What follows belongs to an exercise in optimizing a design on an open flow for small area; a production flow would make more cautious choices.
Function was checked by simulation only, so behaviour that the tests miss may differ from the original.
The clock port is modelled as an ideal driver, which makes a skipped or thinned clock tree look cheaper than it is; a real chip needs a root buffer or a tree.
Power and IR drop assume default switching activity.

== v12 ==
## spi
module spi #(parameter N = 4, parameter cpol = 0, parameter cpha = 0)
(
    input clk,  
    input rst,  
    input start,
    input [11:0] din,
    input [N-1 : 0] which_slave_enabled,
    output [N-1 : 0] cs,  
    output reg mosi,
    output done,
    output reg [11:0] bits_sent,    
    output sclk  
);
    reg a, b, c;
    reg sclkt;
    wire last = a & c;
    always @(posedge clk) begin
        a <= ~rst & ~c;
        b <= ~rst & ~a;
        c <= rst | ~b;
        sclkt <= ~rst & (sclkt ^ last);
    end
    wire g = last & ~sclkt & ~rst;    
    reg [3:0] st;
    wire st_i = (st == 4'd12);
    wire st_l = (st == 4'd13);
    wire st_e = (st == 4'd11);
    wire onehot = (which_slave_enabled == 4'b0001) | (which_slave_enabled == 4'b0010) |
                  (which_slave_enabled == 4'b0100) | (which_slave_enabled == 4'b1000);
    wire inc = g & (~st_i | start);
    wire ld = g & st_l;
    wire hold = ~rst & ~g;
    wire [11:0] wr;
    genvar gi;
    generate for (gi = 0; gi < 12; gi = gi + 1) begin : w
        assign wr[gi] = g & (st == (((gi + 14) % 16)));
    end endgenerate
    wire keep = hold | (g & ~st_i & ~st_l);
    reg idx1, x;
    wire [1:0] idx = {idx1, x};
    assign done = x & st_i;
    wire sel_ok = (st == 4'd14) ? mosi : bits_sent[0];
    wire active = ~(st == 4'd12 || st == 4'd13) & sel_ok;
    assign cs = ~({4{active}} & {idx == 2'd3, idx == 2'd2, idx == 2'd1, idx == 2'd0});
    always @(posedge clk) begin
        if (rst) st <= 4'd12;
        else if (inc) st <= st + 4'd1;
        if (ld) idx1 <= which_slave_enabled[3] | which_slave_enabled[2];
        x <= (g & st_e) | (ld & (which_slave_enabled[3] | which_slave_enabled[1])) |
  ...
Size in the first run: about 130 cells after synthesis, about 23 flip-flops, about 38 I/O pins.
clock: 5.0 ns
lec_check: 0
cap_margin: 20
core_area: 2 2 62 62
die_area: 0 0 64 64
slew_margin: 20
standard.sh (not shown) runs the stock make flow with config.mk's settings and CLKGATE_MAP_FILE= SYNTH_SCRIPT=/design/flow/synth_recipe.tcl, a recipe that flattens the netlist after the stock synthesis.
==> flow/flow/run.sh <==
#!/bin/bash
# Own layout flow: the standard flow (standard.sh) with these changes.
#  - Synthesis: the standard flow's synthesis script (synth_recipe.tcl: same registers and names), but
#    ABC maps the logic with an area-oriented script (flow/abc.script) instead of ORFS's
#    speed script, and Yosys's half/full-adder extraction is skipped so ABC sees all logic.
#  - Port buffers: sky130_fd_sc_hd__buf_1 on every input and output port.
#  - Clock tree: CTS builds it from clkbuf_8 buffers without dummy loads; then
#    flow/onebuf.tcl (a POST_CTS hook) collapses it into one clkbuf_16 that the clock
#    port drives and that drives every register.
# Each step's full output goes to its own log file in the work folder.
set -euo pipefail
W=$(pwd)
F=$W/flow
{
  echo 'proc extract_fa {args} { puts "own flow: adder extraction skipped" }'
  echo 'proc abc {args} {'
  echo '  set i [lsearch -exact $args -script]'
  echo "  if {\$i >= 0} { set args [lreplace \$args \$i [expr {\$i+1}] -script $F/abc.script] }"
  echo '  yosys abc {*}$args'
  echo '}'
  cat "$W/synth_recipe.tcl"
} > "$W/own_synth.tcl"
KNOBS=(
  "SYNTH_SCRIPT=$W/own_synth.tcl"
  "BUFFER_PORTS_ARGS=-buffer_cell sky130_fd_sc_hd__buf_1"
  "POST_CTS_TCL=$F/onebuf.tcl"
  "CTS_ARGS=-sink_clustering_enable -repair_clock_nets -buf_list sky130_fd_sc_hd__clkbuf_8 -root_buf sky130_fd_sc_hd__clkbuf_8 -dont_use_dummy_load"
)
bash "$W/standard.sh" synth "${KNOBS[@]}" > "$W/own_synth.log" 2>&1
bash "$W/standard.sh" finish "${KNOBS[@]}" > "$W/own_layout.log" 2>&1
==> flow/flow/onebuf.tcl <==
# POST_CTS hook: collapse the clock tree that CTS built into a single buffer.
# The buffer driven by the clock port keeps its input; every clock sink that a leaf
# buffer drove moves to its output, the leaf buffers are removed, and the root
# becomes a clkbuf_16. The clock port still feeds one cell pin.
set block [ord::get_db_block]
set db [ord::get_db]
set master [$db findMaster sky130_fd_sc_hd__clkbuf_16]
set clk [$block findNet clk]
set roots {}
foreach it [$clk getITerms] {
  if {[$it isInputSignal] || [[$it getMTerm] getSigType] eq "CLOCK" || [$it isInputSignal] == 0} {
    set inst [$it getInst]
    if {[string match "*clkbuf*" [[$inst getMaster] getName]]} { lappend roots $inst }
  }
}
if {[llength $roots] != 1} { error "onebuf: expected one root clock buffer, found [llength $roots]" }
set root [lindex $roots 0]
set rootout [[$root findITerm X] getNet]
set moved 0
set leaves {}
foreach it [$rootout getITerms] {
  set inst [$it getInst]
  if {$inst eq $root} continue
  if {[string match "*clkbuf*" [[$inst getMaster] getName]] && [[$it getMTerm] getName] eq "A"} {
    lappend leaves $inst
  }
}
foreach leaf $leaves {
  set lnet [[$leaf findITerm X] getNet]
  foreach it [$lnet getITerms] {
    if {[$it getInst] eq $leaf} continue
    $it disconnect
    $it connect $rootout
    incr moved
  }
  [$leaf findITerm A] disconnect
  [$leaf findITerm X] disconnect
  odb::dbInst_destroy $leaf
  odb::dbNet_destroy $lnet
}
$root swapMaster $master
puts "onebuf: removed [llength $leaves] leaf buffers, moved $moved sinks, root [$root getName] is now sky130_fd_sc_hd__clkbuf_16"
detailed_placement
check_placement -verbose
estimate_parasitics -placement
Other scripts of this flow, unchanged in this note and not shown: flow/flow/abc.script
The flow did not stop early for v12: all stages ran, and the layout cleared the timing, design-rule and antenna checks.
Relative to v12, the following input files were edited for v29:
Settings: a change of CORE_AREA from 2 2 62 62 to 2 2 78 78; an added PLACE_DENSITY of 0.35; a change of DIE_AREA from 0 0 64 64 to 0 0 80 80.
--- a/flow/flow/run.sh
+++ b/flow/flow/run.sh
@@ -6,5 +6,5 @@
 #  - Port buffers: sky130_fd_sc_hd__buf_1 on every input and output port.
 #  - Clock tree: CTS builds it from clkbuf_8 buffers without dummy loads; then
-#    flow/onebuf.tcl (a POST_CTS hook) collapses it into one clkbuf_16 that the clock
+#    flow/onebuf.tcl (a POST_CTS hook) collapses it into one buf_12 that the clock
 #    port drives and that drives every register.
 # Each step's full output goes to its own log file in the work folder.
--- a/flow/flow/onebuf.tcl
+++ b/flow/flow/onebuf.tcl
@@ -2,8 +2,8 @@
 # The buffer driven by the clock port keeps its input; every clock sink that a leaf
 # buffer drove moves to its output, the leaf buffers are removed, and the root
-# becomes a clkbuf_16. The clock port still feeds one cell pin.
+# becomes a buf_12. The clock port still feeds one cell pin.
 set block [ord::get_db_block]
 set db [ord::get_db]
-set master [$db findMaster sky130_fd_sc_hd__clkbuf_16]
+set master [$db findMaster sky130_fd_sc_hd__buf_12]
 set clk [$block findNet clk]
 set roots {}
@@ -40,5 +40,5 @@
 }
 $root swapMaster $master
-puts "onebuf: removed [llength $leaves] leaf buffers, moved $moved sinks, root [$root getName] is now sky130_fd_sc_hd__clkbuf_16"
+puts "onebuf: removed [llength $leaves] leaf buffers, moved $moved sinks, root [$root getName] is now sky130_fd_sc_hd__buf_12"
 detailed_placement
 check_placement -verbose
- Lower area of placed instances was reported by v12, not v29.
- Switching share of power: v29 higher than v12
- Re number of buffer cells added on primary ports: no difference whatsoever between v12 and v29.
- Comparing v12 and v29, the lower worst slew slack as a fraction of its limit is on v29.
- Diff v12 and v29: area of the die lower in v12
- Status: shortest period the worst path allows parity (v12, v29)
- As far as logic gate share of total power is concerned, v12 and v29 perform about the same.
- Biggest cell delay along the critical path: v29 > v12
- v29 vs. v12: growth of design area from synthesis to finish went up by 2.6 points; total non-filler cell area in the finished layout shows an increase of 2.2%.
- In the flow results for v12 and v29, the areal power density over the cells is larger on v12.

## afterwards: timing with drivers on the ports
The flow's constraints put no driver on any port. The routed layouts listed below were extracted and timed again, unchanged, in two steps. Step 1 assumes that a clkbuf_16 drives the clock port and a buf_2 every other input. Step 2 moves the port delays by t, midway between the first and last clock arrival at a register: inputs arrive t later, outputs are due t later. That takes back most of the time a late clock gives input paths. Slacks: ideal ports / drivers / drivers and shift; pairs: ideal ports / drivers.
run	shift t [ns]	slack for setup (ns)	worst register clock-pin slew, ns
v12	0.178	2.413 / 2.388 / 2.347	0.09 / 0.09
v29	0.165	2.415 / 2.383 / 2.352	0.10 / 0.10
After both steps every run listed still meets setup and hold. For v12, which loses most, drivers alone change the setup slack by -0.025 ns; drivers and shift together by -0.066 ns.
